This design comes from an exercise in tuning for small area and a short achievable clock period on the open sky130 flow, not from production work. At most, simulation tests tie the RTL to the original design; equivalence was not proved. Function not checked in run 3: the RTL went through the layout flow alone. Power and IR drop assume default switching activity.

<file path="flow/flow/run.sh">
#!/bin/bash
# Standard layout with two changes: the port buffers are the smallest buffer
# cell, and clock tree synthesis inserts no dummy loads.
set -euo pipefail
export BUFFER_PORTS_ARGS="-buffer_cell sky130_fd_sc_hd__buf_1"
export CTS_ARGS="-repair_clock_nets -dont_use_dummy_load -buf_list sky130_fd_sc_hd__clkbuf_16"
bash standard.sh finish > flow_standard.log 2>&1
</file>
<file path="flow/standard.sh">
#!/bin/bash
# synth_recipe.tcl (not shown) runs the flow's synth.tcl, then flattens the netlist and writes it again
# the make line also repeats each setting of config.mk as NAME=value (left out here)
make -C /OpenROAD-flow-scripts/flow DESIGN_CONFIG=/design/flow/config.mk WORK_HOME=/design/flow/orfs CLKGATE_MAP_FILE= SYNTH_SCRIPT=/design/flow/synth_recipe.tcl "${@:-finish}"
</file>
<file path="flow/config.mk">
export PLATFORM = sky130hd
export DESIGN_NAME = PE
export DESIGN_NICKNAME = PE
export VERILOG_FILES = /design/flow/design.v
export SDC_FILE = /design/flow/constraint.sdc
export NUM_CORES = 4
export LEC_CHECK = 0
export CAP_MARGIN = 20
export CORE_MARGIN = 2
export CORE_UTILIZATION = 65
export GPL_TIMING_DRIVEN = 0
export SETUP_SLACK_MARGIN = 0.7
export SLEW_MARGIN = 20
export SYNTH_HIERARCHICAL = 1
</file>
<file path="flow/constraint.sdc">
create_clock -name core_clock -period 5.5 [get_ports {CLK}]
set_input_delay 1.1000 -clock core_clock [delete_from_list [all_inputs] [get_ports {CLK}]]
set_output_delay 1.1000 -clock core_clock [all_outputs]
set_load 0.01 [all_outputs]
</file>
<file path="flow/design.v">
module PE(
    input wire CLK,
    input wire RESET,
    input wire EN,
    input wire SELECTOR,
    input wire W_EN,
    input wire signed [7:0] active_left,
    output reg signed [7:0] active_right,
    input wire signed [15:0] in_sum,
    output reg signed [15:0] out_sum,
    input wire signed [7:0] in_weight_above,
    output wire signed [7:0] out_weight_below
    );
    reg signed [7:0] weight_1;
    reg signed [7:0] weight_2;
    wire en_n = ~EN;
    wire sel_n = ~SELECTOR;
    wire ld1 = EN & W_EN & SELECTOR;
    wire ld2 = EN & W_EN & ~SELECTOR;
    wire ld1_n = ~ld1;
    wire ld2_n = ~ld2;
    wire [7:0] w_n, a_n, ar_d, w1_d, w2_d, wb;
    wire [15:0] s_in;
    genvar gi;
    generate for (gi = 0; gi < 8; gi = gi + 1) begin : byte_sel
        pe_mux2i u_wn (.s(SELECTOR), .a1(weight_2[gi]), .a0(weight_1[gi]), .y(w_n[gi]));
        pe_nand2 u_an (.a(active_left[gi]), .b(EN), .y(a_n[gi]));
        pe_ao22 u_ar (.a1(EN), .a2(active_left[gi]), .b1(en_n), .b2(active_right[gi]), .x(ar_d[gi]));
        pe_ao22 u_w1 (.a1(ld1), .a2(in_weight_above[gi]), .b1(ld1_n), .b2(weight_1[gi]), .x(w1_d[gi]));
        pe_ao22 u_w2 (.a1(ld2), .a2(in_weight_above[gi]), .b1(ld2_n), .b2(weight_2[gi]), .x(w2_d[gi]));
        pe_ao22 u_wb (.a1(SELECTOR), .a2(weight_1[gi]), .b1(sel_n), .b2(weight_2[gi]), .x(wb[gi]));
    end endgenerate
    generate for (gi = 0; gi < 16; gi = gi + 1) begin : sum_sel
        pe_ao22 u_si (.a1(EN), .a2(in_sum[gi]), .b1(en_n), .b2(out_sum[gi]), .x(s_in[gi]));
    end endgenerate
    wire [7:0] w_nb;
    generate for (gi = 0; gi < 8; gi = gi + 1) begin : wdup
        pe_mux2i u_wnb (.s(SELECTOR), .a1(weight_2[gi]), .a0(weight_1[gi]), .y(w_nb[gi]));
    end endgenerate
    wire pp_0_0;
    pe_nor2 u_x1 (.a(w_n[0]), .b(a_n[0]), .y(pp_0_0));
    wire pp_0_1;
    pe_nor2 u_x2 (.a(w_n[0]), .b(a_n[1]), .y(pp_0_1));
    wire pp_0_2;
    pe_nor2 u_x3 (.a(w_n[0]), .b(a_n[2]), .y(pp_0_2));
    wire pp_0_3;
    pe_nor2 u_x4 (.a(w_n[0]), .b(a_n[3]), .y(pp_0_3));
    wire pp_0_4;
    pe_nor2 u_x5 (.a(w_nb[0]), .b(a_n[4]), .y(pp_0_4));
    wire pp_0_5;
    pe_nor2 u_x6 (.a(w_nb[0]), .b(a_n[5]), .y(pp_0_5));
    wire pp_0_6;
    pe_nor2 u_x7 (.a(w_nb[0]), .b(a_n[6]), .y(pp_0_6));
    wire pp_0_7;
    pe_or2 u_x8 (.a(w_nb[0]), .b(a_n[7]), .y(pp_0_7));
    wire pp_1_0;
    pe_nor2 u_x9 (.a(w_n[1]), .b(a_n[0]), .y(pp_1_0));
    wire pp_1_1;
    pe_nor2 u_x10 (.a(w_n[1]), .b(a_n[1]), .y(pp_1_1));
    wire pp_1_2;
    pe_nor2 u_x11 (.a(w_n[1]), .b(a_n[2]), .y(pp_1_2));
    wire pp_1_3;
    pe_nor2 u_x12 (.a(w_n[1]), .b(a_n[3]), .y(pp_1_3));
    wire pp_1_4;
    pe_nor2 u_x13 (.a(w_nb[1]), .b(a_n[4]), .y(pp_1_4));
    wire pp_1_5;
    pe_nor2 u_x14 (.a(w_nb[1]), .b(a_n[5]), .y(pp_1_5));
    wire pp_1_6;
    pe_nor2 u_x15 (.a(w_nb[1]), .b(a_n[6]), .y(pp_1_6));
    wire pp_1_7;
    pe_or2 u_x16 (.a(w_nb[1]), .b(a_n[7]), .y(pp_1_7));
    wire pp_2_0;
    pe_nor2 u_x17 (.a(w_n[2]), .b(a_n[0]), .y(pp_2_0));
    wire pp_2_1;
    pe_nor2 u_x18 (.a(w_n[2]), .b(a_n[1]), .y(pp_2_1));
    wire pp_2_2;
    pe_nor2 u_x19 (.a(w_n[2]), .b(a_n[2]), .y(pp_2_2));
    wire pp_2_3;
    pe_nor2 u_x20 (.a(w_n[2]), .b(a_n[3]), .y(pp_2_3));
    wire pp_2_4;
    pe_nor2 u_x21 (.a(w_nb[2]), .b(a_n[4]), .y(pp_2_4));
    wire pp_2_5;
    pe_nor2 u_x22 (.a(w_nb[2]), .b(a_n[5]), .y(pp_2_5));
    wire pp_2_6;
    pe_nor2 u_x23 (.a(w_nb[2]), .b(a_n[6]), .y(pp_2_6));
    wire pp_2_7;
    pe_or2 u_x24 (.a(w_nb[2]), .b(a_n[7]), .y(pp_2_7));
    wire pp_3_0;
    pe_nor2 u_x25 (.a(w_n[3]), .b(a_n[0]), .y(pp_3_0));
    wire pp_3_1;
    pe_nor2 u_x26 (.a(w_n[3]), .b(a_n[1]), .y(pp_3_1));
    wire pp_3_2;
    pe_nor2 u_x27 (.a(w_n[3]), .b(a_n[2]), .y(pp_3_2));
    wire pp_3_3;
    pe_nor2 u_x28 (.a(w_n[3]), .b(a_n[3]), .y(pp_3_3));
    wire pp_3_4;
    pe_nor2 u_x29 (.a(w_nb[3]), .b(a_n[4]), .y(pp_3_4));
    wire pp_3_5;
    pe_nor2 u_x30 (.a(w_nb[3]), .b(a_n[5]), .y(pp_3_5));
    wire pp_3_6;
    pe_nor2 u_x31 (.a(w_nb[3]), .b(a_n[6]), .y(pp_3_6));
    wire pp_3_7;
    pe_or2 u_x32 (.a(w_nb[3]), .b(a_n[7]), .y(pp_3_7));
    wire pp_4_0;
    pe_nor2 u_x33 (.a(w_n[4]), .b(a_n[0]), .y(pp_4_0));
    wire pp_4_1;
    pe_nor2 u_x34 (.a(w_n[4]), .b(a_n[1]), .y(pp_4_1));
    wire pp_4_2;
    pe_nor2 u_x35 (.a(w_n[4]), .b(a_n[2]), .y(pp_4_2));
    wire pp_4_3;
    pe_nor2 u_x36 (.a(w_n[4]), .b(a_n[3]), .y(pp_4_3));
    wire pp_4_4;
    pe_nor2 u_x37 (.a(w_nb[4]), .b(a_n[4]), .y(pp_4_4));
    wire pp_4_5;
    pe_nor2 u_x38 (.a(w_nb[4]), .b(a_n[5]), .y(pp_4_5));
    wire pp_4_6;
    pe_nor2 u_x39 (.a(w_nb[4]), .b(a_n[6]), .y(pp_4_6));
    wire pp_4_7;
    pe_or2 u_x40 (.a(w_nb[4]), .b(a_n[7]), .y(pp_4_7));
    wire pp_5_0;
    pe_nor2 u_x41 (.a(w_n[5]), .b(a_n[0]), .y(pp_5_0));
    wire pp_5_1;
    pe_nor2 u_x42 (.a(w_n[5]), .b(a_n[1]), .y(pp_5_1));
    wire pp_5_2;
    pe_nor2 u_x43 (.a(w_n[5]), .b(a_n[2]), .y(pp_5_2));
    wire pp_5_3;
    pe_nor2 u_x44 (.a(w_n[5]), .b(a_n[3]), .y(pp_5_3));
    wire pp_5_4;
    pe_nor2 u_x45 (.a(w_nb[5]), .b(a_n[4]), .y(pp_5_4));
    wire pp_5_5;
    pe_nor2 u_x46 (.a(w_nb[5]), .b(a_n[5]), .y(pp_5_5));
    wire pp_5_6;
    pe_nor2 u_x47 (.a(w_nb[5]), .b(a_n[6]), .y(pp_5_6));
    wire pp_5_7;
    pe_or2 u_x48 (.a(w_nb[5]), .b(a_n[7]), .y(pp_5_7));
    wire pp_6_0;
    pe_nor2 u_x49 (.a(w_n[6]), .b(a_n[0]), .y(pp_6_0));
    wire pp_6_1;
    pe_nor2 u_x50 (.a(w_n[6]), .b(a_n[1]), .y(pp_6_1));
    wire pp_6_2;
    pe_nor2 u_x51 (.a(w_n[6]), .b(a_n[2]), .y(pp_6_2));
    wire pp_6_3;
    pe_nor2 u_x52 (.a(w_n[6]), .b(a_n[3]), .y(pp_6_3));
    wire pp_6_4;
    pe_nor2 u_x53 (.a(w_nb[6]), .b(a_n[4]), .y(pp_6_4));
    wire pp_6_5;
    pe_nor2 u_x54 (.a(w_nb[6]), .b(a_n[5]), .y(pp_6_5));
    wire pp_6_6;
    pe_nor2 u_x55 (.a(w_nb[6]), .b(a_n[6]), .y(pp_6_6));
    wire pp_6_7;
    pe_or2 u_x56 (.a(w_nb[6]), .b(a_n[7]), .y(pp_6_7));
    wire pp_7_0;
    pe_or2 u_x57 (.a(w_n[7]), .b(a_n[0]), .y(pp_7_0));
    wire pp_7_1;
    pe_or2 u_x58 (.a(w_n[7]), .b(a_n[1]), .y(pp_7_1));
    wire pp_7_2;
    pe_or2 u_x59 (.a(w_n[7]), .b(a_n[2]), .y(pp_7_2));
    wire pp_7_3;
    pe_or2 u_x60 (.a(w_n[7]), .b(a_n[3]), .y(pp_7_3));
    wire pp_7_4;
    pe_or2 u_x61 (.a(w_nb[7]), .b(a_n[4]), .y(pp_7_4));
    wire pp_7_5;
    pe_or2 u_x62 (.a(w_nb[7]), .b(a_n[5]), .y(pp_7_5));
    wire pp_7_6;
    pe_or2 u_x63 (.a(w_nb[7]), .b(a_n[6]), .y(pp_7_6));
    wire pp_7_7;
    pe_nor2 u_x64 (.a(w_nb[7]), .b(a_n[7]), .y(pp_7_7));
    wire s65;
    wire c66;
    pe_ha u_x67 (.a(s_in[5]), .b(pp_0_5), .s(s65), .co(c66));
    wire s68;
    wire c69;
    pe_fa u_x70 (.a(s_in[6]), .b(pp_0_6), .ci(pp_1_5), .s(s68), .co(c69));
    wire s71;
    wire c72;
    pe_ha u_x73 (.a(pp_2_4), .b(pp_3_3), .s(s71), .co(c72));
    wire s74;
    wire c75;
    pe_fa u_x76 (.a(s_in[7]), .b(pp_0_7), .ci(pp_1_6), .s(s74), .co(c75));
    wire s77;
    wire c78;
    pe_fa u_x79 (.a(pp_2_5), .b(pp_3_4), .ci(pp_4_3), .s(s77), .co(c78));
    wire s80;
    wire c81;
    pe_ha u_x82 (.a(pp_5_2), .b(pp_6_1), .s(s80), .co(c81));
    wire s83;
    wire c84;
    pe_xnor2 u_x85 (.a(s_in[8]), .b(pp_1_7), .y(s83));
    pe_or2 u_x86 (.a(s_in[8]), .b(pp_1_7), .y(c84));
    wire s87;
    wire c88;
    pe_fa u_x89 (.a(pp_2_6), .b(pp_3_5), .ci(pp_4_4), .s(s87), .co(c88));
    wire s90;
    wire c91;
    pe_fa u_x92 (.a(pp_5_3), .b(pp_6_2), .ci(pp_7_1), .s(s90), .co(c91));
    wire s93;
    wire c94;
    pe_fa u_x95 (.a(s_in[9]), .b(pp_2_7), .ci(pp_3_6), .s(s93), .co(c94));
    wire s96;
    wire c97;
    pe_fa u_x98 (.a(pp_4_5), .b(pp_5_4), .ci(pp_6_3), .s(s96), .co(c97));
    wire s99;
    wire c100;
    pe_fa u_x101 (.a(s_in[10]), .b(pp_3_7), .ci(pp_4_6), .s(s99), .co(c100));
    wire s102;
    wire c103;
    pe_ha u_x104 (.a(s_in[3]), .b(pp_0_3), .s(s102), .co(c103));
    wire s105;
    wire c106;
    pe_fa u_x107 (.a(s_in[4]), .b(pp_0_4), .ci(pp_1_3), .s(s105), .co(c106));
    wire s108;
    wire c109;
    pe_ha u_x110 (.a(pp_2_2), .b(pp_3_1), .s(s108), .co(c109));
    wire s111;
    wire c112;
    pe_fa u_x113 (.a(pp_1_4), .b(pp_2_3), .ci(pp_3_2), .s(s111), .co(c112));
    wire s114;
    wire c115;
    pe_fa u_x116 (.a(pp_4_1), .b(pp_5_0), .ci(s65), .s(s114), .co(c115));
    wire s117;
    wire c118;
    pe_fa u_x119 (.a(pp_4_2), .b(pp_5_1), .ci(pp_6_0), .s(s117), .co(c118));
    wire s120;
    wire c121;
    pe_fa u_x122 (.a(c66), .b(s71), .ci(s68), .s(s120), .co(c121));
    wire s123;
    wire c124;
    pe_fa u_x125 (.a(pp_7_0), .b(c72), .ci(s80), .s(s123), .co(c124));
    wire s126;
    wire c127;
    pe_fa u_x128 (.a(c69), .b(s74), .ci(s77), .s(s126), .co(c127));
    wire s129;
    wire c130;
    pe_fa u_x131 (.a(s83), .b(c81), .ci(c75), .s(s129), .co(c130));
    wire s132;
    wire c133;
    pe_fa u_x134 (.a(c78), .b(s87), .ci(s90), .s(s132), .co(c133));
    wire s135;
    wire c136;
    pe_fa u_x137 (.a(pp_7_2), .b(c84), .ci(c88), .s(s135), .co(c136));
    wire s138;
    wire c139;
    pe_fa u_x140 (.a(c91), .b(s93), .ci(s96), .s(s138), .co(c139));
    wire s141;
    wire c142;
    pe_fa u_x143 (.a(pp_5_5), .b(pp_6_4), .ci(pp_7_3), .s(s141), .co(c142));
    wire s144;
    wire c145;
    pe_fa u_x146 (.a(c94), .b(c97), .ci(s99), .s(s144), .co(c145));
    wire s147;
    wire c148;
    pe_fa u_x149 (.a(s_in[11]), .b(pp_4_7), .ci(pp_5_6), .s(s147), .co(c148));
    wire s150;
    wire c151;
    pe_fa u_x152 (.a(pp_6_5), .b(pp_7_4), .ci(c100), .s(s150), .co(c151));
    wire s153;
    wire c154;
    pe_fa u_x155 (.a(s_in[12]), .b(pp_5_7), .ci(pp_6_6), .s(s153), .co(c154));
    wire s156;
    wire c157;
    pe_ha u_x158 (.a(s_in[2]), .b(pp_0_2), .s(s156), .co(c157));
    wire s159;
    wire c160;
    pe_fa u_x161 (.a(pp_1_2), .b(pp_2_1), .ci(pp_3_0), .s(s159), .co(c160));
    wire s162;
    wire c163;
    pe_fa u_x164 (.a(pp_4_0), .b(c103), .ci(s108), .s(s162), .co(c163));
    wire s165;
    wire c166;
    pe_fa u_x167 (.a(c109), .b(c106), .ci(s111), .s(s165), .co(c166));
    wire s168;
    wire c169;
    pe_fa u_x170 (.a(c112), .b(s117), .ci(c115), .s(s168), .co(c169));
    wire s171;
    wire c172;
    pe_fa u_x173 (.a(c118), .b(s123), .ci(c121), .s(s171), .co(c172));
    wire s174;
    wire c175;
    pe_fa u_x176 (.a(c124), .b(s129), .ci(c127), .s(s174), .co(c175));
    wire s177;
    wire c178;
    pe_fa u_x179 (.a(c130), .b(s135), .ci(c133), .s(s177), .co(c178));
    wire s180;
    wire c181;
    pe_fa u_x182 (.a(s141), .b(c136), .ci(c139), .s(s180), .co(c181));
    wire s183;
    wire c184;
    pe_fa u_x185 (.a(c142), .b(s147), .ci(c145), .s(s183), .co(c184));
    wire s186;
    wire c187;
    pe_fa u_x188 (.a(pp_7_5), .b(c148), .ci(s153), .s(s186), .co(c187));
    wire s189;
    wire c190;
    pe_fa u_x191 (.a(s_in[13]), .b(pp_6_7), .ci(pp_7_6), .s(s189), .co(c190));
    wire s192;
    wire c193;
    pe_ha u_x194 (.a(s_in[1]), .b(pp_0_1), .s(s192), .co(c193));
    wire s195;
    wire c196;
    pe_fa u_x197 (.a(pp_1_1), .b(pp_2_0), .ci(s156), .s(s195), .co(c196));
    wire s198;
    wire c199;
    pe_fa u_x200 (.a(c157), .b(s102), .ci(s159), .s(s198), .co(c199));
    wire s201;
    wire c202;
    pe_fa u_x203 (.a(c160), .b(s105), .ci(s162), .s(s201), .co(c202));
    wire s204;
    wire c205;
    pe_fa u_x206 (.a(c163), .b(s114), .ci(s165), .s(s204), .co(c205));
    wire s207;
    wire c208;
    pe_fa u_x209 (.a(c166), .b(s120), .ci(s168), .s(s207), .co(c208));
    wire s210;
    wire c211;
    pe_fa u_x212 (.a(s126), .b(c169), .ci(s171), .s(s210), .co(c211));
    wire s213;
    wire c214;
    pe_fa u_x215 (.a(s132), .b(c172), .ci(s174), .s(s213), .co(c214));
    wire s216;
    wire c217;
    pe_fa u_x218 (.a(s138), .b(c175), .ci(s177), .s(s216), .co(c217));
    wire s219;
    wire c220;
    pe_fa u_x221 (.a(s144), .b(c178), .ci(s180), .s(s219), .co(c220));
    wire s222;
    wire c223;
    pe_fa u_x224 (.a(s150), .b(c181), .ci(s183), .s(s222), .co(c223));
    wire s225;
    wire c226;
    pe_fa u_x227 (.a(c151), .b(s186), .ci(c184), .s(s225), .co(c226));
    wire s228;
    wire c229;
    pe_fa u_x230 (.a(c154), .b(s189), .ci(c187), .s(s228), .co(c229));
    wire s231;
    wire c232;
    pe_fa u_x233 (.a(s_in[14]), .b(pp_7_7), .ci(c190), .s(s231), .co(c232));
    wire [15:0] rx = {s_in[15], s231, s228, c223, c220, c217, c214, c211, c208, c205, c202, c199, c196, c193, pp_1_0, s_in[0]};
    wire [15:0] ry = {c232, c229, c226, s225, s222, s219, s216, s213, s210, s207, s204, s201, s198, s195, s192, pp_0_0};
    wire [15:0] sum;
    wire t234, rc235;
    pe_ha u_x236 (.a(rx[0]), .b(ry[0]), .s(t234), .co(rc235));
    assign sum[0] = t234;
    wire t237, rc238;
    pe_fa u_x239 (.a(rx[1]), .b(ry[1]), .ci(rc235), .s(t237), .co(rc238));
    assign sum[1] = t237;
    wire t240, rc241;
    pe_fa u_x242 (.a(rx[2]), .b(ry[2]), .ci(rc238), .s(t240), .co(rc241));
    assign sum[2] = t240;
    wire t243, rc244;
    pe_fa u_x245 (.a(rx[3]), .b(ry[3]), .ci(rc241), .s(t243), .co(rc244));
    assign sum[3] = t243;
    wire g4, p4;
    pe_ha u_x246 (.a(rx[4]), .b(ry[4]), .s(p4), .co(g4));
    wire g5, p5;
    pe_ha u_x247 (.a(rx[5]), .b(ry[5]), .s(p5), .co(g5));
    wire g6, p6;
    pe_ha u_x248 (.a(rx[6]), .b(ry[6]), .s(p6), .co(g6));
    wire g7, p7;
    pe_ha u_x249 (.a(rx[7]), .b(ry[7]), .s(p7), .co(g7));
    wire g8, p8;
    pe_ha u_x250 (.a(rx[8]), .b(ry[8]), .s(p8), .co(g8));
    wire g9, p9;
    pe_ha u_x251 (.a(rx[9]), .b(ry[9]), .s(p9), .co(g9));
    wire g10, p10;
    pe_ha u_x252 (.a(rx[10]), .b(ry[10]), .s(p10), .co(g10));
    wire g11, p11;
    pe_ha u_x253 (.a(rx[11]), .b(ry[11]), .s(p11), .co(g11));
    wire g12, p12;
    pe_ha u_x254 (.a(rx[12]), .b(ry[12]), .s(p12), .co(g12));
    wire g13, p13;
    pe_ha u_x255 (.a(rx[13]), .b(ry[13]), .s(p13), .co(g13));
    wire g14, p14;
    pe_ha u_x256 (.a(rx[14]), .b(ry[14]), .s(p14), .co(g14));
    wire g15, p15;
    pe_ha u_x257 (.a(rx[15]), .b(ry[15]), .s(p15), .co(g15));
    wire G258 = g4 | (p4 & rc244);
    wire G259 = g6 | (p6 & g5);
    wire P260 = p6 & p5;
    wire G261 = g8 | (p8 & g7);
    wire P262 = p8 & p7;
    wire G263 = g10 | (p10 & g9);
    wire P264 = p10 & p9;
    wire G265 = g12 | (p12 & g11);
    wire P266 = p12 & p11;
    wire G267 = g14 | (p14 & g13);
    wire P268 = p14 & p13;
    wire G269 = G259 | (P260 & G258);
    wire G270 = G263 | (P264 & G261);
    wire P271 = P264 & P262;
    wire G272 = G267 | (P268 & G265);
    wire P273 = P268 & P266;
    wire G274 = G270 | (P271 & G269);
    wire G275 = G272 | (P273 & G274);
    wire G276 = G261 | (P262 & G269);
    wire G277 = G265 | (P266 & G274);
    wire G278 = g5 | (p5 & G258);
    wire G279 = g7 | (p7 & G269);
    wire G280 = g9 | (p9 & G276);
    wire G281 = g11 | (p11 & G274);
    wire G282 = g13 | (p13 & G277);
    wire G283 = g15 | (p15 & G275);
    pe_xor2 u_x284 (.a(p4), .b(rc244), .y(sum[4]));
    pe_xor2 u_x285 (.a(p5), .b(G258), .y(sum[5]));
    pe_xor2 u_x286 (.a(p6), .b(G278), .y(sum[6]));
    pe_xor2 u_x287 (.a(p7), .b(G269), .y(sum[7]));
    pe_xor2 u_x288 (.a(p8), .b(G279), .y(sum[8]));
    pe_xor2 u_x289 (.a(p9), .b(G276), .y(sum[9]));
    pe_xor2 u_x290 (.a(p10), .b(G280), .y(sum[10]));
    pe_xor2 u_x291 (.a(p11), .b(G274), .y(sum[11]));
    pe_xor2 u_x292 (.a(p12), .b(G281), .y(sum[12]));
    pe_xor2 u_x293 (.a(p13), .b(G277), .y(sum[13]));
    pe_xor2 u_x294 (.a(p14), .b(G282), .y(sum[14]));
    pe_xnor2 u_x295 (.a(p15), .b(G275), .y(sum[15]));
    always @(negedge RESET or posedge CLK) begin
        if (~RESET) begin
            out_sum <= 0;
            active_right <= 0;
            weight_1 <= 0;
            weight_2 <= 0;
        end else begin
            out_sum <= sum;
            active_right <= ar_d;
            weight_1 <= w1_d;
            weight_2 <= w2_d;
        end
    end
    assign out_weight_below = wb;
endmodule
module pe_fa(input wire a, input wire b, input wire ci, output wire s, output wire co);
    assign {co, s} = a + b + ci;
endmodule
module pe_ha(input wire a, input wire b, output wire s, output wire co);
    assign {co, s} = a + b;
endmodule
module pe_ao22(input wire a1, input wire a2, input wire b1, input wire b2, output wire x);
    assign x = (a1 & a2) | (b1 & b2);
endmodule
module pe_mux2i(input wire s, input wire a1, input wire a0, output wire y);
    assign y = ~(s ? a1 : a0);
endmodule
module pe_nand2(input wire a, input wire b, output wire y);
    assign y = ~(a & b);
endmodule
module pe_nor2(input wire a, input wire b, output wire y);
    assign y = ~(a | b);
endmodule
module pe_or2(input wire a, input wire b, output wire y);
    assign y = a | b;
endmodule
module pe_xor2(input wire a, input wire b, output wire y);
    assign y = a ^ b;
endmodule
module pe_xnor2(input wire a, input wire b, output wire y);
    assign y = ~(a ^ b);
endmodule
module pe_xor3(input wire a, input wire b, input wire c, output wire y);
    assign y = a ^ b ^ c;
endmodule
</file>
==> qor_table.md, run 1 <==
| Group | Parameter | Value |
|---|---|---|
| routing | Average via count per standard cell | 6.12 |
| sta | # setup viols final | 0 |
| flow run | Max capacitance violation total | 0 |
| logic synthesis | Combinational family with the most area after synthesis | adder cells |
| sta | Rel. slew slack | 65.5% |
| pwr | Switching share of power | 44.0% |
| routing | DR vias | 2728 |
| critical path | Element type at the critical path start | input port |
| sta | Final hold violation count | 0 |
| critical path | Slowest cell on the critical path | fa_1 |
| pwr | Net switching power | 0.000923 W |
| die | Initial Utilization | 67.9% |
| clocking | Level count of the clock H-tree | 2 |
| finish | Antenna Diode Count | 0 |
| min path | Type of the most critical hold path | reg -> reg |
| die | Total Die Area | 5970 µm² |
| sta | Worst-case setup margin in the final layout | 810 ps |
| critical path | Category of cells accounting for the largest share of critical-path delay | adder cells |
| pwr | Pint | 0.00118 W |
| critical path | CP Cell Sequence | buf_16 -> clkinvlp_4 -> buf_4 -> a22o_1 -> ha_1 -> fa_1 -> fa_1 -> fa_1 -> ha_1 -> a21o_1 -> a31o_4 -> a21o_1 -> a21o_1 -> xor2_1 |
| logic synthesis | Number of storage elements in the synthesis netlist | 40 |
| sta | Final critical delay including setup and external delays | 4690 ps |
| logic synthesis | Post-Syn Instances | 299 |
| routing | Total iterations of the first detailed-routing run | 4 |
| global routing | Global-route wire length before repair | 14100 µm |
| global routing | Pin count of the biggest net entering global routing | 37 |
| status | Outcome | finished clean |
| sta | Max-slew violation count | 0 |
| logic synthesis | Cell area after synthesis | 3490 µm² |
| critical path | Critical path fanouts, max | 36 |
| clocking | TritonCTS clock tree | done |
| placement | Final estimated routing congestion in global placement | 0.851 |
| logic synthesis | Area contributors post-synth | fa_1, dfrtp_1, a22o_1, ha_1, nor2_1 |
| logic synthesis | Area share of the largest cell type after synthesis | 29.3% |
| logic synthesis | Synthesized area per cell | 11.7 µm² |
| global routing | Total GRT Usage | 30.7% |
| logic synthesis | Number of distinct library cells after synthesis | 23 |
| logic synthesis | Adder and majority cell fraction of the synthesized area | 36.4% |
| sta | Worst-case hold slack | 491 ps |
| logic synthesis | Xor-xnor portion of the synthesized cell area | 3.26% |
| pwr | Power density over the cells | 508 nW/µm² |
| finish | Synth-to-layout area growth | 18.5% |
| pwr | Peak ir drop on the vdd network | 0.000653 V |
| clocking | Sink count of the clock tree | 40 |
| placement | Placed inst area | 3850 µm² |
| critical path | Worst setup EP type | flip-flop |
| pwr | Sequential Power Share | 21.7% |
| clocking | Root Buffer | clkbuf_16 |
| routing | Count of antenna-violating nets left after detailed routing | 0 |
| critical path | CP max stage delay | 510 ps |
| finish | Final instance area | 4140 µm² |
| pwr | Combinational cell fraction of total power | 65.2% |
| logic synthesis | Largest area contributor in the netlist | fa_1 |
| die | Floorplan Core Area | 5140 µm² |
| routing | Post-detailed-route wirelength per cell | 19.0 µm |
| critical path | WS Path Type | in -> reg |
| die | Number of top-level pins | 69 |
| logic synthesis | Part of the Yosys area used for sequential elements | 28.7% |
| logic synthesis | Mapped Nets | 407 |
| critical path | Combined buffer and inverter count along the critical path | 3 |
| placement | Detail Placement HPWL | 6210 µm |
| die | Floorplan row count | 26 |
| sta | Unrepaired setup endpoints after global routing | no |
| clocking | Clk Latency, worst-skew pair | 290 ps |
| pwr | Portion of total power attributed to the clock network | 13.0% |
| sta | TNS Setup | 0 ps |
| critical path | Req. time, crit path | 5670 ps |
| logic synthesis | Post-synthesis compound-gate area fraction | 15.8% |
| routing | Initial drt markers | 227 |
| logic synthesis | Multiplexer fraction of the synthesized cell area | 4.59% |
| placement | Worst slack, placed | -481 ps |
| critical path | Critical Path AT | 4860 ps |
| global routing | Antenna violations before repair | 0 |
| sta | Highest clock frequency the design can meet | 0.213 GHz |
| logic synthesis | Post-synthesis share of cell area spent on and, or, nand and nor gates | 10.8% |
| logic synthesis | Yosys warning total | 7 |
| die | Die height | 77.3 µm |
| pwr | Static power due to leakage | 1.89 nW |
| finish | Share of layout cells above drive strength 1 | 7.98% |
| clocking | Clock slew at reported path FFs | 60 ps |
| clocking | Maximum root-to-sink buffer count | 2 |
| die | Die outline width | 77.3 µm |
| sta | Part of the cycle the worst path needs | 85.3% |
| placement | Port Buffer Count | 68 |
| sta | Tightest Pin Transition | 514 ps |
| finish | Final core utilization | 80.5% |
| global routing | Gr ovfl total | 0 |
| finish | Final net count | 486 |
| routing | Total DRC errors in the routed layout | 0 |
| clocking | Inserted Clock Buffers | 5 |
| sta | Worst-case clock skew | 9.88 ps |
| global routing | Via count of the first global-routing pass | 2881 |
| routing | Final wirelength | 8480 µm |
worst paths after layout:
check | from | endpoint | slack, ps | cells past startpoint
max in group asynchronous | RESET | weight_1[5] | 4330 | 2
min in group asynchronous | RESET | out_sum[4] | 710 | 1
worst max-delay path | EN | out_sum[12] | 810 | 14
worst min register to register | active_right[4] | active_right[4] | 490 | 1
worst max register to register | weight_2[2] | out_sum[15] | 1580 | 12
worst min-delay path | active_right[4] | active_right[4] | 490 | 1
metal layers:
layer	up-vias	routed length, µm	GRT usage (%)
li1	1212	-	-
met1	1404	3380	41.6
met2	98	4490	51.7
met3	14	448	4.12
met4	0	167	9.64
met5	-	0	0
logic make-up (layout without fill, tap and decap cells):
| logic type | Yosys count | count (layout) |
|---|---|---|
| xor gates and xnor gates | 13 | 13 |
| muxes | 16 | 16 |
| and+or+nand+nor | 88 | 88 |
| buffers and inverters | 4 | 81 |
| DFF | 40 | 40 |
| AOI/OAI and AO/OA | 67 | 67 |
| adders and majority gates | 71 | 71 |
synth_stat cells:
master / count
a21oi_1: 6
dfrtp_1: 40
o21a_1: 1
fa_1: 51
a22o_1: 48
xor2_1: 11
mux2i_1: 16
o31ai_1: 1
a31o_4: 1
ha_1: 20
or3_1: 1
or2_1: 15
nand2_1: 12
xnor2_1: 2
nand2b_1: 1
nor2_1: 56
nor3_1: 1
inv_1: 4
a21o_1: 5
o21ai_0: 3
nand3_1: 2
o21bai_1: 1
o211ai_1: 1
worst register-to-register path: stages (launching register included):
cell and delay [ps]:
dfrtp_1 450, mux2i_4 130, or2_1 250, fa_1 490, fa_1 450, fa_1 520
fa_1 460, ha_4 310, nand2_1 90, o211ai_1 200, a21oi_2 80, o31ai_2 260
xnor2_1 110
sequential cells by signal (all words and copies together) (netlist names):
name,flops
active_right,8
out_sum,16
weight_1,8
weight_2,8
metrics by stage:
| stage | total power, W | cells |
|---|---|---|
| final | 0.00210 | 446 |
| after global routing | 0.00228 | 446 |
| after CTS | 0.00199 | 446 |
| after detailed placement | 0.00169 | 438 |
| after global placement | 0.00163 | 437 |
| after floorplan | 0.00138 | 299 |
final cells by class:
cell class	count	area, µm²
clock buffers	5	125
multi-input cells	255	2570
repair buffers	71	332
repair inverters	1	5.00
flip-flops and latches	40	1000
inverters	4	18.8
well taps	70	87.6
fillers	334	1000
cell usage in the layout, fill, tap and decap left out, types with 3 or more instances in the layout:
master,Yosys,routed
inv_1,4,3
nor2_1,56,55
o21ai_0,3,3
clkbuf_16,0,5
a21oi_1,6,3
dfrtp_1,40,40
or2_1,15,15
mux2i_1,16,8
nand2_1,12,11
fa_1,51,51
mux2i_2,0,6
buf_1,0,65
a21oi_2,0,3
a22o_1,48,48
ha_1,20,18
a21o_1,5,5
xor2_1,11,11
modules after synthesis, one instance, submodules excluded:
| module | times used | area, µm² |
|---|---|---|
| PE | 1 | 1210 |
| pe_fa | 51 | 20.0 |
| pe_ha | 20 | 12.5 |
| pe_mux2i | 16 | 10.0 |
| pe_ao22 | 48 | 8.76 |
| pe_xnor2 | 2 | 8.76 |
| pe_xor2 | 11 | 8.76 |
| pe_or2 | 15 | 6.26 |
| pe_nand2 | 8 | 3.75 |
| pe_nor2 | 50 | 3.75 |
repair_timing:
| action | 4_1_cts | 5_1_grt |
|---|---|---|
| resized for setup | 12 | 16 |
| hold buffers | 0 | 0 |
| gates cloned | 1 | 0 |
| pin swaps | 0 | 0 |
| buffers inserted | 2 | 0 |
| setup endpoints to repair | 9 | 4 |
power by group through the flow:
stage                     Combinational (W)  Clock, W  Sequential [W]
after global routing                0.00153  0.000289        0.000465
after global placement              0.00118         0        0.000450
after floorplan                    0.000901         0        0.000478
after CTS                           0.00126  0.000277        0.000451
after detailed placement            0.00124         0        0.000454
final                               0.00137  0.000273        0.000456
==> run 2: changes to the inputs <==
==> flow/flow/run.sh (replaced) <==
#!/bin/bash
# Standard layout with two changes: the port buffers are the smallest buffer
# cell, and clock tree synthesis inserts no dummy loads.
set -euo pipefail
export BUFFER_PORTS_ARGS="-buffer_cell sky130_fd_sc_hd__buf_1"
export CTS_ARGS="-sink_clustering_enable -repair_clock_nets -dont_use_dummy_load -sink_clustering_size 20 -sink_clustering_max_diameter 100"
bash standard.sh finish > flow_standard.log 2>&1
==> qor_table.md, run 2 <==
| Group | Parameter | Value | vs previous |
|---|---|---|---|
| status | Outcome | finished clean |  |
| global routing | Total GRT Usage | 30.3% | -0.38 points |
| pwr | Power density over the cells | 475 nW/µm² | -6.3% |
| finish | Final core utilization | 78.4% | -2.0 points |
| global routing | Antenna violations before repair | 0 | unchanged |
| clocking | Inserted Clock Buffers | 5 | unchanged |
| sta | Final hold violation count | 0 | unchanged |
| critical path | Category of cells accounting for the largest share of critical-path delay | adder cells |  |
| finish | Most frequent standard cell in the layout excluding fill and tap cells | buf_1 |  |
| global routing | Pin count of the biggest net entering global routing | 37 | unchanged |
| routing | Average via count per standard cell | 5.99 | -2.1% |
| sta | Rel. slew slack | 66.2% | +0.68 points |
| critical path | Critical Path AT | 4870 ps | about the same |
| routing | DR vias | 2671 | -2.1% |
| finish | Number of non-filler instances in the completed layout | 446 | unchanged |
| sta | Highest clock frequency the design can meet | 0.213 GHz | about the same |
| min path | Type of the most critical hold path | reg -> reg |  |
| logic synthesis | Mapped Nets | 407 | unchanged |
| global routing | Gr ovfl total | 0 | unchanged |
| global routing | Via count of the first global-routing pass | 2861 | -0.69% |
| finish | Final net count | 486 | unchanged |
| critical path | Critical path fanouts, max | 36 | unchanged |
| clocking | Clk Latency, worst-skew pair | 290 ps | about the same |
| routing | Initial drt markers | 232 | +2.2% |
| routing | Sum of met2 wire segment lengths after detailed routing | 4320 µm | -3.7% |
| sta | Unrepaired setup endpoints after global routing | yes |  |
| flow run | Max capacitance violation total | 0 | unchanged |
| critical path | Slowest cell on the critical path | fa_1 |  |
| die | Die height | 77.3 µm | unchanged |
| logic synthesis | Largest area contributor in the netlist | fa_1 |  |
| pwr | Peak ir drop on the vdd network | 0.000567 V | -13% |
| clocking | Root Buffer | clkbuf_8 |  |
| clocking | Sink count of the clock tree | 40 | unchanged |
| clocking | Clock slew at reported path FFs | 70 ps | about the same |
| die | Number of top-level pins | 69 | unchanged |
| finish | Share of layout cells above drive strength 1 | 6.91% | -1.1 points |
| sta | # setup viols final | 0 | unchanged |
| critical path | Minimum setup slack among reg-to-reg paths | 1460 ps | -120 ps |
| critical path | CP max stage delay | 510 ps | about the same |
| placement | Final estimated routing congestion in global placement | 0.851 | unchanged |
| logic synthesis | Number of storage elements in the synthesis netlist | 40 | unchanged |
| logic synthesis | Synthesized area per cell | 11.7 µm² | unchanged |
| placement | Placed inst area | 3850 µm² | unchanged |
| routing | Count of antenna-violating nets left after detailed routing | 0 | unchanged |
| logic synthesis | Part of the Yosys area used for sequential elements | 28.7% | unchanged |
| finish | Synth-to-layout area growth | 15.6% |  |
| sta | Tightest Pin Transition | 504 ps | -10.2 ps |
| finish | Largest register FFs | 16 | unchanged |
| critical path | Worst setup EP type | flip-flop |  |
| die | Floorplan row count | 26 | unchanged |
| clocking | Cts hold-fix bufs | 0 | unchanged |
| clocking | Level count of the clock H-tree | 2 | unchanged |
| routing | M1 wire length | 3380 µm | about the same |
| logic synthesis | Top post-synthesis cells by count | nor2_1, fa_1, a22o_1 |  |
| finish | Largest reg by FF count | out_sum |  |
| routing | Post-detailed-route wirelength per cell | 18.3 µm | -3.7% |
| clocking | Maximum root-to-sink buffer count | 2 | unchanged |
| critical path | Combined buffer and inverter count along the critical path | 3 | unchanged |
| logic synthesis | Yosys warning total | 7 | unchanged |
| die | Floorplan Core Area | 5140 µm² | unchanged |
| finish | Most used cells in the layout excluding fill and tap cells | buf_1, nor2_1, fa_1 |  |
| critical path | CP Cell Sequence | buf_12 -> clkinvlp_4 -> buf_4 -> a22o_1 -> ha_1 -> fa_1 -> fa_1 -> fa_1 -> ha_1 -> a21o_1 -> a31o_4 -> a21o_1 -> a21o_1 -> xor2_1 |  |
| logic synthesis | Number of synthesized flops with an enable pin | 0 | unchanged |
| critical path | Req. time, crit path | 5680 ps | about the same |
| global routing | Global-route wire length before repair | 14000 µm | -0.64% |
| finish | Final instance area | 4030 µm² | -2.5% |
| critical path | Element type at the critical path start | input port |  |
| clocking | TritonCTS clock tree | done |  |
| logic synthesis | Area contributors post-synth | fa_1, dfrtp_1, a22o_1, ha_1, nor2_1 |  |
| die | Total Die Area | 5970 µm² | unchanged |
| sta | Max-slew violation count | 0 | unchanged |
| die | Initial Utilization | 67.9% | unchanged |
| placement | Port Buffer Count | 68 | unchanged |
| placement | Worst slack, placed | -481 ps | unchanged |
| pwr | Static power due to leakage | 1.86 nW | -1.6% |
| routing | Final wirelength | 8170 µm | -3.7% |
| logic synthesis | Post-Syn Instances | 299 | unchanged |
| routing | Uppermost layer routed | met4 |  |
| logic synthesis | Number of distinct library cells after synthesis | 23 | unchanged |
| critical path | WS Path Type | in -> reg |  |
| logic synthesis | Cell area after synthesis | 3490 µm² | unchanged |
| routing | Total iterations of the first detailed-routing run | 4 | unchanged |
| die | Die outline width | 77.3 µm | unchanged |
| placement | Placed Instances | 438 | unchanged |
| sta | Final critical delay including setup and external delays | 4690 ps | +2.22 ps |
| sta | Worst-case clock skew | 12.8 ps | +2.94 ps |
| logic synthesis | Async set or reset register ratio after synthesis | 100% | unchanged |
| routing | Total DRC errors in the routed layout | 0 | unchanged |
| placement | Detail Placement HPWL | 6210 µm | unchanged |
| finish | Antenna Diode Count | 0 | unchanged |
| logic synthesis | Area share of the largest cell type after synthesis | 29.3% | unchanged |
| sta | TNS Setup | 0 ps | unchanged |
| routing | Routed length on met3 | 396 µm | -12% |
| sta | Worst-case setup margin in the final layout | 808 ps | -2.22 ps |
| logic synthesis | Predominant post-synthesis flop cell | dfrtp_1 |  |
| logic synthesis | Most instantiated library cell after synthesis | nor2_1 |  |
| sta | Part of the cycle the worst path needs | 85.3% | about the same |
run 2: cell counts after synthesis:
Identical to the previous run, type by type.
run 2: cell families (layout without fill, tap and decap cells):
kind of cell | count (synthesis) | count (layout) | share of synthesized area [%]
and+or+nand+nor | 88 | 88 | 10.8
adders and majority gates | 71 | 71 | 36.4
AOI/OAI and AO/OA | 67 | 67 | 15.8
DFF | 40 | 40 | 28.7
muxes | 16 | 16 | 4.59
xor gates and xnor gates | 13 | 13 | 3.26
buffers and inverters | 4 | 81 | 0.430
run 2: layout make-up:
cell class              count  area [µm²]
clock buffers               5        68.8
fillers                   354        1110
inverters                   4        18.8
multi-input cells         255        2530
flip-flops and latches     40        1000
well taps                  70        87.6
repair buffers             71         324
repair inverters            1        5.00
run 2: layer usage:
metal / vias to the layer above / GRT usage [%]
met3: 7 / 4.12
met1: 1351 / 42.1
li1: 1214 / -
met5: - / 0
met2: 99 / 51.5
met4: 0 / 6.43
run 2: worst paths after layout:
path | startpoint | to | cells after the start
min reg2reg | active_right[7] | active_right[7] | 1
min in group asynchronous | RESET | out_sum[4] | 1
max | EN | out_sum[12] | 14
max in group asynchronous | RESET | weight_2[5] | 2
max reg2reg | weight_2[2] | out_sum[12] | 12
min | active_right[7] | active_right[7] | 1
run 2: per-module statistics from Yosys (local to each module, per instance), a selection:
| module | flip-flops and latches | times used | cell area (µm²) | cells inside |
|---|---|---|---|---|
| pe_xnor2 | 0 | 2 | 8.76 | 1 |
| pe_mux2i | 0 | 16 | 10.0 | 1 |
| pe_nor2 | 0 | 50 | 3.75 | 1 |
| pe_xor2 | 0 | 11 | 8.76 | 1 |
| pe_ao22 | 0 | 48 | 8.76 | 1 |
| pe_fa | 0 | 51 | 20.0 | 1 |
run 2: worst reg2reg max path: cells and delay by family (launching register included):
| family | cells | cell delay (ps) |
|---|---|---|
| multiplexers | 1 | 300 |
| XOR/XNOR | 1 | 150 |
| AND/OR/NAND/NOR | 1 | 180 |
| adder cells (fa/ha/maj) | 5 | 2180 |
| AO/OA/AOI/OAI | 4 | 680 |
| flip-flops | 1 | 440 |
run 2: stage by stage:
stage                     total power (W)  hold WS, ps
after floorplan                   0.00138          507
after global placement            0.00163          478
after detailed placement          0.00169          479
after CTS                         0.00190          502
after global routing              0.00211          530
final                             0.00192          500
run 2: timing repair:
action,4_1_cts,5_1_grt
cloned,1,0
pin swaps,0,0
gates resized for setup,11,11
setup buffers,2,0
hold endpoints to repair,0,0
setup endpoints to repair,9,4
run 2: where the power goes:
group | internal, W | switching, W | leakage [nW]
clock | 0.0000820 | 0.0000997 | 0.0359
combinational | 0.000563 | 0.000719 | 1.34
sequential | 0.000397 | 0.0000573 | 0.485
==> run 3: changes to the inputs <==
--- a/flow/design.v
+++ b/flow/design.v
@@ -13,7 +13,10 @@
     );
     reg signed [7:0] weight_1;
     reg signed [7:0] weight_2;
-    wire en_n = ~EN;
+    wire en_n, en_n_lo, en_n_hi;
+    pe_inv u_enn (.a(EN), .y(en_n));
+    pe_inv u_ennl (.a(EN), .y(en_n_lo));
+    pe_inv u_ennh (.a(EN), .y(en_n_hi));
     wire sel_n = ~SELECTOR;
     wire ld1 = EN & W_EN & SELECTOR;
     wire ld2 = EN & W_EN & ~SELECTOR;
@@ -31,7 +34,7 @@
         pe_ao22 u_wb (.a1(SELECTOR), .a2(weight_1[gi]), .b1(sel_n), .b2(weight_2[gi]), .x(wb[gi]));
     end endgenerate
     generate for (gi = 0; gi < 16; gi = gi + 1) begin : sum_sel
-        pe_ao22 u_si (.a1(EN), .a2(in_sum[gi]), .b1(en_n), .b2(out_sum[gi]), .x(s_in[gi]));
+        pe_ao22 u_si (.a1(EN), .a2(in_sum[gi]), .b1(gi < 8 ? en_n_lo : en_n_hi), .b2(out_sum[gi]), .x(s_in[gi]));
     end endgenerate
     wire [7:0] w_nb;
     generate for (gi = 0; gi < 8; gi = gi + 1) begin : wdup
@@ -438,6 +441,9 @@
 module pe_mux2i(input wire s, input wire a1, input wire a0, output wire y);
     assign y = ~(s ? a1 : a0);
 endmodule
+module pe_inv(input wire a, output wire y);
+    assign y = ~a;
+endmodule
 module pe_nand2(input wire a, input wire b, output wire y);
     assign y = ~(a & b);
 endmodule
==> flow/flow/run.sh (replaced) <==
#!/bin/bash
# Standard layout with two changes: the port buffers are the smallest buffer
# cell, and clock tree synthesis inserts no dummy loads.
set -euo pipefail
export BUFFER_PORTS_ARGS="-buffer_cell sky130_fd_sc_hd__buf_1"
export CTS_ARGS="-sink_clustering_enable -repair_clock_nets -dont_use_dummy_load"
bash standard.sh finish > flow_standard.log 2>&1
==> qor_table.md, run 3 <==
| Group | Parameter | Value | vs previous |
|---|---|---|---|
| pwr | Switching share of power | 45.5% | -0.18 points |
| pwr | Pint | 0.00103 W | -1.2% |
| routing | DR vias | 2776 | +3.9% |
| routing | Routed length on met3 | 491 µm | +24% |
| placement | Detail Placement HPWL | 6260 µm | +0.88% |
| logic synthesis | Number of distinct library cells after synthesis | 23 | unchanged |
| die | Number of top-level pins | 69 | unchanged |
| min path | Type of the most critical hold path | reg -> reg |  |
| critical path | Minimum setup slack among reg-to-reg paths | 1450 ps | about the same |
| clocking | TritonCTS clock tree | done |  |
| min path | Min-Delay Path Depth | 1 | unchanged |
| logic synthesis | Mapped Nets | 409 | +0.49% |
| routing | Final wirelength | 8170 µm | about the same |
| finish | Final core utilization | 79.0% | +0.58 points |
| sta | Part of the cycle the worst path needs | 85.2% | -0.086 points |
| clocking | Level count of the clock H-tree | 2 | unchanged |
| logic synthesis | Synthesized area per cell | 11.6 µm² | -0.45% |
| critical path | Crit Reg-Reg Startpoint | weight_1[6] |  |
| finish | Largest register FFs | 16 | unchanged |
| sta | Final critical delay including setup and external delays | 4690 ps | -4.76 ps |
| pwr | Peak ir drop on the vdd network | 0.000566 V | -0.14% |
| logic synthesis | Cell area after synthesis | 3500 µm² | +0.22% |
| die | Die height | 77.3 µm | +0.10% |
| die | Floorplan Core Area | 5140 µm² | unchanged |
| logic synthesis | Top post-synthesis cells by count | nor2_1, fa_1, a22o_1 |  |
| critical path | Worst setup EP type | flip-flop |  |
| finish | Share of layout cells above drive strength 1 | 6.61% | -0.30 points |
| logic synthesis | Number of synthesized flops with an enable pin | 0 | unchanged |
| finish | Multi-input gate area in the final layout | 2550 µm² | +0.79% |
| finish | Synth-to-layout area growth | 16.2% |  |
| routing | M1 wire length | 3320 µm | -1.7% |
| global routing | Total GRT Usage | 29.4% | -0.93 points |
| clocking | Inserted Clock Buffers | 5 | unchanged |
| sta | Rel. slew slack | 70.6% | +4.3 points |
| finish | Antenna Diode Count | 0 | unchanged |
| critical path | Req. time, crit path | 5670 ps | about the same |
| sta | Highest clock frequency the design can meet | 0.213 GHz | +0.10% |
| sta | Tightest Pin Transition | 429 ps | -74.5 ps |
| global routing | Gr ovfl total | 0 | unchanged |
| clocking | Root Buffer | clkbuf_8 |  |
| global routing | Pin count of the biggest net entering global routing | 38 | +2.7% |
| logic synthesis | Number of storage elements in the synthesis netlist | 40 | unchanged |
| routing | Initial drt markers | 169 | -27% |
| routing | Total DRC errors in the routed layout | 0 | unchanged |
| die | Die outline width | 77.3 µm | +0.10% |
| routing | Post-detailed-route wirelength per cell | 18.2 µm | -0.51% |
| routing | Sum of met2 wire segment lengths after detailed routing | 4240 µm | -1.9% |
| die | Floorplan row count | 26 | unchanged |
| sta | Max-slew violation count | 0 | unchanged |
| pwr | Static power due to leakage | 1.87 nW | +0.88% |
| sta | Unrepaired setup endpoints after global routing | no |  |
| clocking | Cts hold-fix bufs | 0 | unchanged |
| routing | Count of antenna-violating nets left after detailed routing | 0 | unchanged |
| finish | Flip-flop and latch area | 1000 µm² | unchanged |
| sta | TNS Setup | 0 ps | unchanged |
| logic synthesis | Largest area contributor in the netlist | fa_1 |  |
| logic synthesis | Async set or reset register ratio after synthesis | 100% | unchanged |
| die | Total Die Area | 5980 µm² | +0.21% |
| critical path | Start point of the critical path | EN |  |
| pwr | Power density over the cells | 465 nW/µm² | -2.2% |
| sta | Final hold violation count | 0 | unchanged |
| finish | Largest reg by FF count | out_sum |  |
| critical path | Critical path fanouts, max | 37 | +2.8% |
| critical path | Element type at the critical path start | input port |  |
| clocking | Maximum root-to-sink buffer count | 2 | unchanged |
| global routing | Via count of the first global-routing pass | 2756 | -3.7% |
| sta | Worst-case clock skew | 15.6 ps | +2.81 ps |
| min path | Hold_sp | active_right[5] |  |
| finish | Most used cells in the layout excluding fill and tap cells | buf_1, nor2_1, fa_1 |  |
| critical path | Critical Path AT | 4850 ps | -20 ps |
| logic synthesis | Most instantiated library cell after synthesis | nor2_1 |  |
| sta | # setup viols final | 0 | unchanged |
| clocking | Clock slew at reported path FFs | 80 ps | about the same |
| pwr | Combinational cell fraction of total power | 65.7% | -1.1 points |
| finish | Final net count | 488 | +0.41% |
| critical path | WS Path Type | in -> reg |  |
| routing | Uppermost layer routed | met4 |  |
| placement | Port Buffer Count | 68 | unchanged |
| critical path | FF-to-FF path depth | 12 | unchanged |
| pwr | Portion of total power attributed to the clock network | 9.8% | +0.3 points |
| global routing | Global-route wire length before repair | 13600 µm | -3.0% |
| clocking | Sink count of the clock tree | 40 | unchanged |
| routing | Average via count per standard cell | 6.20 | +3.5% |
| pwr | PnR Total Power | 0.00189 W | -1.5% |
| logic synthesis | Predominant post-synthesis flop cell | dfrtp_1 |  |
| die | Initial Utilization | 68.0% | +0.15 points |
| pwr | Net switching power | 0.000859 W | -1.9% |
| finish | Most frequent standard cell in the layout excluding fill and tap cells | buf_1 |  |
| flow run | Max capacitance violation total | 0 | unchanged |
| pwr | Sequential Power Share | 24.6% | +0.9 points |
| global routing | Antenna violations before repair | 0 | unchanged |
| placement | Final estimated routing congestion in global placement | 0.878 | +3.1% |
| finish | Final-layout fill cell count | 348 | -1.7% |
| logic synthesis | Area contributors post-synth | fa_1, dfrtp_1, a22o_1, ha_1, nor2_1 |  |
| clocking | Clk Latency, worst-skew pair | 300 ps | about the same |
| status | Outcome | finished clean |  |
| logic synthesis | Area share of the largest cell type after synthesis | 29.2% | -0.063 points |
| logic synthesis | Yosys warning total | 7 | unchanged |
| routing | Total iterations of the first detailed-routing run | 4 | unchanged |
| logic synthesis | Post-Syn Instances | 301 | +0.67% |
| logic synthesis | Part of the Yosys area used for sequential elements | 28.6% | -0.062 points |
==> run 3: changes by cell type after synthesis <==
| cell | change |
|---|---|
| inv_1 | +2 |
==> run 3: power by group through the flow <==
| stage | logic [W] | clock network, W | registers (W) |
|---|---|---|---|
| CTS | 0.00122 | 0.000186 | 0.000459 |
| global placement | 0.00116 | 0 | 0.000457 |
| detailed placement | 0.00121 | 0 | 0.000459 |
| floorplan | 0.000901 | 0 | 0.000478 |
| finish | 0.00124 | 0.000185 | 0.000464 |
| global route | 0.00141 | 0.000201 | 0.000474 |
==> run 3: repair_timing <==
| item | 4_1_cts | 5_1_grt |
|---|---|---|
| setup buffers | 0 | 3 |
| gates cloned | 0 | 0 |
| gates resized for setup | 12 | 12 |
| setup endpoints to repair | 8 | 4 |
| pin swaps | 0 | 0 |
==> run 3: final cells by class <==
class                           count  area share, %
Clock buffer                        5           1.69
Inverter                            6          0.647
Multi-Input combinational cell    255           62.7
Sequential cell                    40           24.6
Tap cell                           70           2.16
Timing Repair Buffer               72           8.16
==> run 3: cells by family after synthesis <==
group / Yosys count / synth area share [%]
compound gates: 67 / 15.7
xor+xnor: 13 / 3.26
fa+ha+maj: 71 / 36.4
buf+inv: 6 / 0.644
flops: 40 / 28.6
mux: 16 / 4.58
simple gates: 88 / 10.8
==> run 3: worst paths after layout <==
check                                        to
worst min-delay path            active_right[5]
worst max register to register      out_sum[15]
max in group asynchronous       active_right[3]
worst min register to register  active_right[5]
worst max-delay path                out_sum[15]
min in group asynchronous           weight_1[5]
==> run 3: per-stage QoR <==
stage	setup slack (ps)	area, µm²	hold WS (ps)	instances
after detailed placement	-48.6	3860	485	440
after global routing	715	4060	521	448
final	813	4060	504	448
after CTS	704	3980	506	445
after global placement	-785	3840	480	439
after floorplan	1020	3500	507	301
==> run 3: routing by layer <==
layer	track usage (%)	vias up
met5	0	-
met1	39.7	1423
met4	6.43	0
li1	-	1223
met3	5.93	16
met2	49.8	114
==> run 3: Yosys stat by module, one instance, submodules excluded <==
module | times used | cells | area (µm²) | flip-flops and latches
pe_xor2 | 11 | 1 | 8.76 | 0
PE | 1 | 77 | 1210 | 40
pe_mux2i | 16 | 1 | 10.0 | 0
pe_inv | 3 | 1 | 3.75 | 0
pe_ha | 20 | 1 | 12.5 | 0
pe_or2 | 15 | 1 | 6.26 | 0
pe_nor2 | 50 | 1 | 3.75 | 0
pe_fa | 51 | 1 | 20.0 | 0
pe_xnor2 | 2 | 1 | 8.76 | 0
pe_ao22 | 48 | 1 | 8.76 | 0
pe_nand2 | 8 | 1 | 3.75 | 0
==> run 3: worst max-delay path, cell delays in order <==
cell and delay, ps:
buf_12 180, nand2_1 240, or2_1 310, fa_1 470, fa_1 420, fa_1 510, fa_1 410, ha_1 340
nand2_1 100, nor2_1 190, a21oi_2 110, o31ai_1 330, xnor2_1 120

-- separate check: timing with driven ports --
The flow's constraints put no driver on any port. The routed layouts listed below were extracted and timed again, unchanged, in two steps. Step 1 (the two cells are an assumption about what drives the block):
set clk [get_ports {CLK}]
set_driving_cell -lib_cell sky130_fd_sc_hd__clkbuf_16 $clk
set_driving_cell -lib_cell sky130_fd_sc_hd__buf_2 [delete_from_list [all_inputs] $clk]
Step 2 moves the port delays by t, midway between the first and last clock arrival at a register: inputs arrive t later, outputs are due t later. That takes back most of the time a late clock gives input paths. Three values: ideal ports, drivers, drivers and shift; two values: the first two.
run	shift t [ns]	setup slack, ns	clock arrival spread, ns	worst data-port slew with drivers (ns)	pins driven straight from the clock port
run 1	0.316	0.810 / 0.758 / 0.442	0.010 / 0.010	0.08	1
run 2	0.312	0.808 / 0.768 / 0.455	0.013 / 0.013	0.07	1
run 3	0.324	0.813 / 0.767 / 0.443	0.017 / 0.017	0.07	1
After both steps every run listed still meets setup and hold. For run 3, which loses most, drivers alone change the setup slack by -0.046 ns; drivers and shift together by -0.370 ns.
